What follows belongs to an exercise in optimizing a design on an open flow for small area, a short achievable clock period and few clock cycles; a production flow would make more cautious choices. The RTL was checked by simulation tests, not by an equivalence proof against the original design. Power is estimated from default activity; no workload was simulated.

==> flow/design.v (excerpt) <==
module zmc_alu (
	input  [15:0] a_in,
	input  [15:0] b_in,
	input  [7:0]  op_in,
	input         z_flag_in,
	input         s_flag_in,
	input         c_flag_in,
	input         ovr_flag_in,
	input         clk,
	input         a_reset_l,
	output reg [15:0] c_out,
	output reg    z_flag_out,
	output reg    s_flag_out,
	output reg    c_flag_out,
	output reg    ovr_flag_out,
	output        valid_out
);
	wire [15:0] a = a_in;
	wire [15:0] b = b_in;
	wire [3:0]  n = op_in[3:0];
	wire        cont = op_in[5];
	wire        zi = z_flag_in, si = s_flag_in, ci = c_flag_in, vi = ovr_flag_in;
	wire hi00    = (op_in[7:6] == 2'b00) & ~op_in[4];
	wire n_arith = (n == 4'h0) | (n == 4'h1) | (n == 4'h3) | (n == 4'h4) | (n == 4'h8) | (n == 4'hB);
	wire g_arith = hi00 & n_arith;
	wire g_logic = (op_in[7:4] == 4'h4);
	wire g_shift = (op_in[7:4] == 4'h8) & ~(op_in[2] & op_in[1]);
	wire is_mul  = hi00 & (n == 4'h2);
	wire is_div  = (op_in == 8'h0F);
	wire is_md   = is_mul | is_div;
	wire signd   = op_in[5];
	wire        x_a    = op_in[3] & ~op_in[2];                
	wire        x_ones = ~op_in[3] & op_in[2];                
	wire        x_d    = op_in[3] & op_in[2];                 
	wire        y_inv  = op_in[1] & op_in[0];                 
	wire        cin    = cont ? (ci & (op_in[3] | op_in[2] | op_in[0])) : op_in[0];
	wire        sel_a, sel_a1, sel_r;
	wire [15:0] dx;
  ...
Size: roughly 1500 cells after synthesis, ~39 flip-flops, roughly 67 I/O pins.
export LEC_CHECK = 0
export ABC_AREA = 1
export ABC_CLOCK_PERIOD_IN_PS = 8000
export CAP_MARGIN = 20
export CORE_MARGIN = 2
export CORE_UTILIZATION = 40
export SETUP_SLACK_MARGIN = 5
export SLEW_MARGIN = 20
create_clock -name core_clock -period 16.0 [get_ports {clk}]
standard.sh (not shown) runs the stock make flow with config.mk's settings and CLKGATE_MAP_FILE= SYNTH_SCRIPT=/design/flow/synth_recipe.tcl, a recipe that flattens the netlist after the stock synthesis.
==> flow/flow/run.sh <==
#!/bin/bash
# Layout flow: the standard flow (standard.sh) with two changes: the port
# buffers that global placement inserts on every input and output are
# sky130_fd_sc_hd__buf_2 instead of the cell the resizer picks by default, and
# timing repair aims at 4.5 ns of setup slack instead of config.mk's 5.
# The output of the whole run goes to standard.log in this folder; ORFS keeps
# each step's log under orfs/logs.
set -e
export BUFFER_PORTS_ARGS="-buffer_cell sky130_fd_sc_hd__buf_2"
sed 's/SETUP_SLACK_MARGIN=[0-9.]*/SETUP_SLACK_MARGIN=4.5/' standard.sh > standard_margin.sh
bash standard_margin.sh > standard.log 2>&1
Testbench counts at the start, summed over its fixed seeds: cycles 5,871.
Edit:
==> flow/flow/run.sh (replaced) <==
#!/bin/bash
# Layout flow: the standard flow (standard.sh) with two changes: the port
# buffers that global placement inserts on every input and output are
# sky130_fd_sc_hd__buf_2 instead of the cell the resizer picks by default, and
# timing repair aims at 5 ns of setup slack instead of config.mk's 5.
# The output of the whole run goes to standard.log in this folder; ORFS keeps
# each step's log under orfs/logs.
set -e
export BUFFER_PORTS_ARGS="-buffer_cell sky130_fd_sc_hd__buf_2"
sed 's/SETUP_SLACK_MARGIN=[0-9.]*/SETUP_SLACK_MARGIN=5/' standard.sh > standard_margin.sh
bash standard_margin.sh > standard.log 2>&1
Settings changed: CAP_MARGIN 20 to 10, SLEW_MARGIN 20 to 10.
Effect: The new run completed without violations. Power stays flat. Cell count stays flat. Combinational power hardly moves. Setup slack gets better by 0.25 ns. Worst hold slack stays flat. Cell area rises by 0.82%. Die area stays the same.
Edit:
Settings changed: CAP_MARGIN 10 to 20, SLEW_MARGIN 10 to 20.
Setup slack stays the same; synthesized area stays the same; maximum frequency does not change.
Edit:
==> flow/flow/run.sh (replaced) <==
#!/bin/bash
# Layout flow: the standard flow (standard.sh) with two changes: the port
# buffers that global placement inserts on every input and output are
# sky130_fd_sc_hd__buf_2 instead of the cell the resizer picks by default, and
# timing repair aims at 5.5 ns of setup slack instead of config.mk's 5.
# The output of the whole run goes to standard.log in this folder; ORFS keeps
# each step's log under orfs/logs.
set -e
export BUFFER_PORTS_ARGS="-buffer_cell sky130_fd_sc_hd__buf_2"
sed 's/SETUP_SLACK_MARGIN=[0-9.]*/SETUP_SLACK_MARGIN=5.5/' standard.sh > standard_margin.sh
bash standard_margin.sh > standard.log 2>&1
Effect: The changed run produced a clean layout; flip-flop and latch count stays the same; global-route usage rises by 0.23 points; critical path depth rises by 2.

* * *

== main ==
Another version of the RTL of zmc_alu (not shown whole).
Size: ~39 flip-flops, roughly 67 I/O pins, about 10000 um2 of cells after synthesis.
clock: 16.0 ns
lec_check: 0
abc_clock_period_in_ps: 8000
cap_margin: 20
core_margin: 2
core_utilization: 40
setup_slack_margin: 5
slew_margin: 20
==> flow/flow/run.sh <==
#!/bin/bash
# Layout flow: the standard flow (standard.sh) with two changes: the port
# buffers that global placement inserts on every input and output are
# sky130_fd_sc_hd__buf_2 instead of the cell the resizer picks by default, and
# timing repair aims at 6 ns of setup slack instead of config.mk's 5.
# The output of the whole run goes to standard.log in this folder; ORFS keeps
# each step's log under orfs/logs.
set -e
export BUFFER_PORTS_ARGS="-buffer_cell sky130_fd_sc_hd__buf_2"
sed 's/SETUP_SLACK_MARGIN=[0-9.]*/SETUP_SLACK_MARGIN=6/' standard.sh > standard_margin.sh
bash standard_margin.sh > standard.log 2>&1
Testbench counts of main, summed over its fixed seeds: cycles 5,871.
> inputs changed (main -> the feature branch)
Settings: SETUP_SLACK_MARGIN: 5 -> 4.
==> flow/flow/run.sh <==
#!/bin/bash
# Layout flow: the standard flow (standard.sh) with one change: the port
# buffers that global placement inserts on every input and output are
# sky130_fd_sc_hd__buf_2 instead of the cell the resizer picks by default.
# The output of the whole run goes to standard.log in this folder; ORFS keeps
# each step's log under orfs/logs.
set -e
export BUFFER_PORTS_ARGS="-buffer_cell sky130_fd_sc_hd__buf_2"
bash standard.sh > standard.log 2>&1
## What came out
- Compare the feature branch and main | core utilization lower: the feature branch
- Summary: register-to-register slack, the feature branch worse than main
- In the feature branch the total number of nets in the final design turned out 43 lower than in main.
- The feature branch gives more share of the clock period used by the worst path after layout than main did.
- Compared with main, the feature branch is the less power-hungry design.
- Relative to main, number of global-route vias before repair has gone up in the feature branch.
- Delta (the feature branch minus main): clock-buffer cell count higher, critical path depth higher, total via count after detailed routing lower, proportion of final cell area spent on non-clock buffers lower.

* * *

Setup of job 8568:
Another version of the RTL of zmc_alu (not shown whole).
Size in the first run: ~1,300 cells after synthesis, roughly 39 flip-flops, about 11,000 um2 of cells after synthesis.
==> flow/config.mk <==
export PLATFORM = sky130hd
export DESIGN_NAME = zmc_alu
export DESIGN_NICKNAME = zmc_alu
export VERILOG_FILES = /design/flow/design.v
export SDC_FILE = /design/flow/constraint.sdc
export NUM_CORES = 4
export LEC_CHECK = 0
export ABC_CLOCK_PERIOD_IN_PS = 8000
export CAP_MARGIN = 20
export CORE_MARGIN = 2
export CORE_UTILIZATION = 60
export SETUP_SLACK_MARGIN = 5
export SLEW_MARGIN = 20
==> flow/constraint.sdc <==
create_clock -name core_clock -period 16.0 [get_ports {clk}]
set_input_delay 3.2000 -clock core_clock [delete_from_list [all_inputs] [get_ports {clk}]]
set_output_delay 3.2000 -clock core_clock [all_outputs]
set_load 0.01 [all_outputs]
==> flow/flow/run.sh <==
#!/bin/bash
# Layout flow: the standard flow (standard.sh) with one change: the port
# buffers that global placement inserts on every input and output are
# sky130_fd_sc_hd__buf_2 instead of the cell the resizer picks by default.
# The output of the whole run goes to standard.log in this folder; ORFS keeps
# each step's log under orfs/logs.
set -e
export BUFFER_PORTS_ARGS="-buffer_cell sky130_fd_sc_hd__buf_2"
bash standard.sh > standard.log 2>&1
Testbench counts of job 8568, summed over its fixed seeds: cycles 5,871.
### job 8568 -> job 992
- CORE_UTILIZATION changed from 60 to 40
==> run summary <==
Looking at delay of the slowest critical-path stage, job 992 sits below job 8568. [compare] base=job 8568 new=job 992: synthesized cell count closely matched the old numbers, number of vias in the routed layout fell by 56, power after layout picked up an extra about 2.5%. Summary of job 992 over job 8568: clock tree buffer count of the final layout level; xor and xnor fraction of the mapped netlist area barely changed; final cell count without fillers picked up an extra about 7%; utilization decreased 21 points. The timing startpoint of the critical path comes out b_in[0] in one run and b_in[1] in the other, namely in job 8568 and job 992 respectively. Compared job 8568 against job 992; worst hold slack across all endpoints within noise.
Edits applied to the flow inputs when going from job 992 to job 2661:
==> flow/flow/run.sh <==
#!/bin/bash
# Layout flow: the standard flow (standard.sh) with two changes: the port
# buffers that global placement inserts on every input and output are
# sky130_fd_sc_hd__buf_2 instead of the cell the resizer picks by default, and
# timing repair aims at 5.5 ns of setup slack instead of config.mk's 5.
# The output of the whole run goes to standard.log in this folder; ORFS keeps
# each step's log under orfs/logs.
set -e
export BUFFER_PORTS_ARGS="-buffer_cell sky130_fd_sc_hd__buf_2"
sed 's/SETUP_SLACK_MARGIN=[0-9.]*/SETUP_SLACK_MARGIN=5.5/' standard.sh > standard_margin.sh
bash standard_margin.sh > standard.log 2>&1
==> run summary <==
- Job 992 was smaller in final cell area than job 2661.
- Compared to job 992, job 2661 has internal portion of total power 3.2% higher.
- Count of buffering cells on the critical path with inverters included up 1 in job 2661 wrt job 992
- Of job 2661 and job 992, the run reporting the lower global-route track usage on met3 was job 992.
- Compared with job 992, in job 2661 final worst-path setup slack grew by 0.25 ns, area fraction in and, or, nand and nor cells after synthesis closely matched the old numbers.
- Slew at the pin closest to its max-slew limit: job 2661 and job 992 compared, higher one is job 2661
- Diff job 992 -> job 2661 | total number of nets in the final design | up slightly
- Job 2661 vs job 992, minimum period implied by the final worst setup slack went down by 0.25 ns.
- Job 2661 — signed area change from the synthesized netlist to the final layout 1.8 points higher, job 992 as reference
- Job 2661 completed end to end with timing, DRC and antenna clean.
- Between job 992 and job 2661, the number of vias per cell after detailed routing does not differ in any meaningful way.
Input-level comparison between job 2066 and job 2661:
- ABC_AREA newly set to 1
==> flow/flow/run.sh <==
#!/bin/bash
# Layout flow: the standard flow (standard.sh) with two changes: the port
# buffers that global placement inserts on every input and output are
# sky130_fd_sc_hd__buf_2 instead of the cell the resizer picks by default, and
# timing repair aims at 5 ns of setup slack instead of config.mk's 5.
# The output of the whole run goes to standard.log in this folder; ORFS keeps
# each step's log under orfs/logs.
set -e
export BUFFER_PORTS_ARGS="-buffer_cell sky130_fd_sc_hd__buf_2"
sed 's/SETUP_SLACK_MARGIN=[0-9.]*/SETUP_SLACK_MARGIN=5/' standard.sh > standard_margin.sh
bash standard_margin.sh > standard.log 2>&1
--- outcome ---
Summary of job 2066 over job 2661: wire length of the first global-routing pass higher; post-layout minimum cycle time higher; row count lower. Length in cells of the worst reg-to-reg path up 20% in job 2066 wrt job 2661. On count of clock-buffer cells in the layout, job 2661 tracks job 2066 almost exactly. Row last weighted congestion value of the routability-driven placer: job 2066 lower / job 2661 higher.
For job 7942, these inputs were changed with respect to job 2066:
- removing ABC_AREA (formerly 1)
==> flow/flow/run.sh <==
#!/bin/bash
# Layout flow: the standard flow (standard.sh) with two changes: the port
# buffers that global placement inserts on every input and output are
# sky130_fd_sc_hd__buf_4 instead of the cell the resizer picks by default, and
# timing repair aims at 5.5 ns of setup slack instead of config.mk's 5.
# The output of the whole run goes to standard.log in this folder; ORFS keeps
# each step's log under orfs/logs.
set -e
export BUFFER_PORTS_ARGS="-buffer_cell sky130_fd_sc_hd__buf_4"
sed 's/SETUP_SLACK_MARGIN=[0-9.]*/SETUP_SLACK_MARGIN=5.5/' standard.sh > standard_margin.sh
bash standard_margin.sh > standard.log 2>&1
First-pass iteration count of the detailed router: job 7942 vs job 2066 identical. Job 2066 has lower proportion of power drawn by combinational gates than job 7942. Job 2066 → job 7942: core utilization now sits higher; instance count after placement with tap cells included now sits lower. Job 7942 against job 2066; net count of the mapped netlist is down by more than 10%. Looking at the reports, job 7942 completed the entire flow and the layout it produced met the timing, design-rule and antenna checks.

[re-timing with driven ports]
How much do the figures lean on ideal ports? The routed layouts below were timed once more, with nothing changed but the port constraints. Step 1, drivers: a clkbuf_16 drives clk and a buf_2 each remaining input, both assumed. Step 2 also shifts input and output timing later by t, the mid clock arrival at the registers, as if the neighbouring blocks saw the same clock. Slacks: ideal / step 1 / step 2; pairs: ideal / step 1.
| run | t (ns) | setup WS [ns] | worst setup path at the end | worst data-port slew with drivers (ns) | pins driven straight from the clock port |
|---|---|---|---|---|---|
| the first run of note 1 | 0.338 | 4.953 / 4.931 / 4.931 | input to output | 0.04 | 1 |
| the second run of note 1 | 0.337 | 5.201 / 5.181 / 5.181 | input to output | 0.04 | 1 |
| the third run of note 1 | 0.337 | 5.201 / 5.181 / 5.181 | input to output | 0.04 | 1 |
| the fourth run of note 1 | 0.338 | 5.640 / 5.616 / 5.616 | input to output | 0.04 | 1 |
| main | 0.349 | 5.603 / 5.561 / 5.561 | input to output | 0.07 | 1 |
| the feature branch | 0.332 | 4.395 / 4.369 / 4.369 | input to output | 0.05 | 1 |
| job 8568 | 0.324 | 5.094 / 5.073 / 5.073 | input to output | 0.03 | 1 |
| job 992 | 0.336 | 5.234 / 5.214 / 5.214 | input to output | 0.05 | 1 |
| job 2661 | 0.334 | 5.484 / 5.440 / 5.440 | input to output | 0.06 | 1 |
| job 2066 | 0.341 | 5.180 / 5.151 / 5.151 | input to output | 0.05 | 1 |
| job 7942 | 0.332 | 5.495 / 5.446 / 5.446 | input to output | 0.06 | 1 |
After both steps every run listed still meets setup and hold. The setup slack of job 7942, which loses most, moves by -0.049 ns with the drivers and by -0.049 ns with both steps.
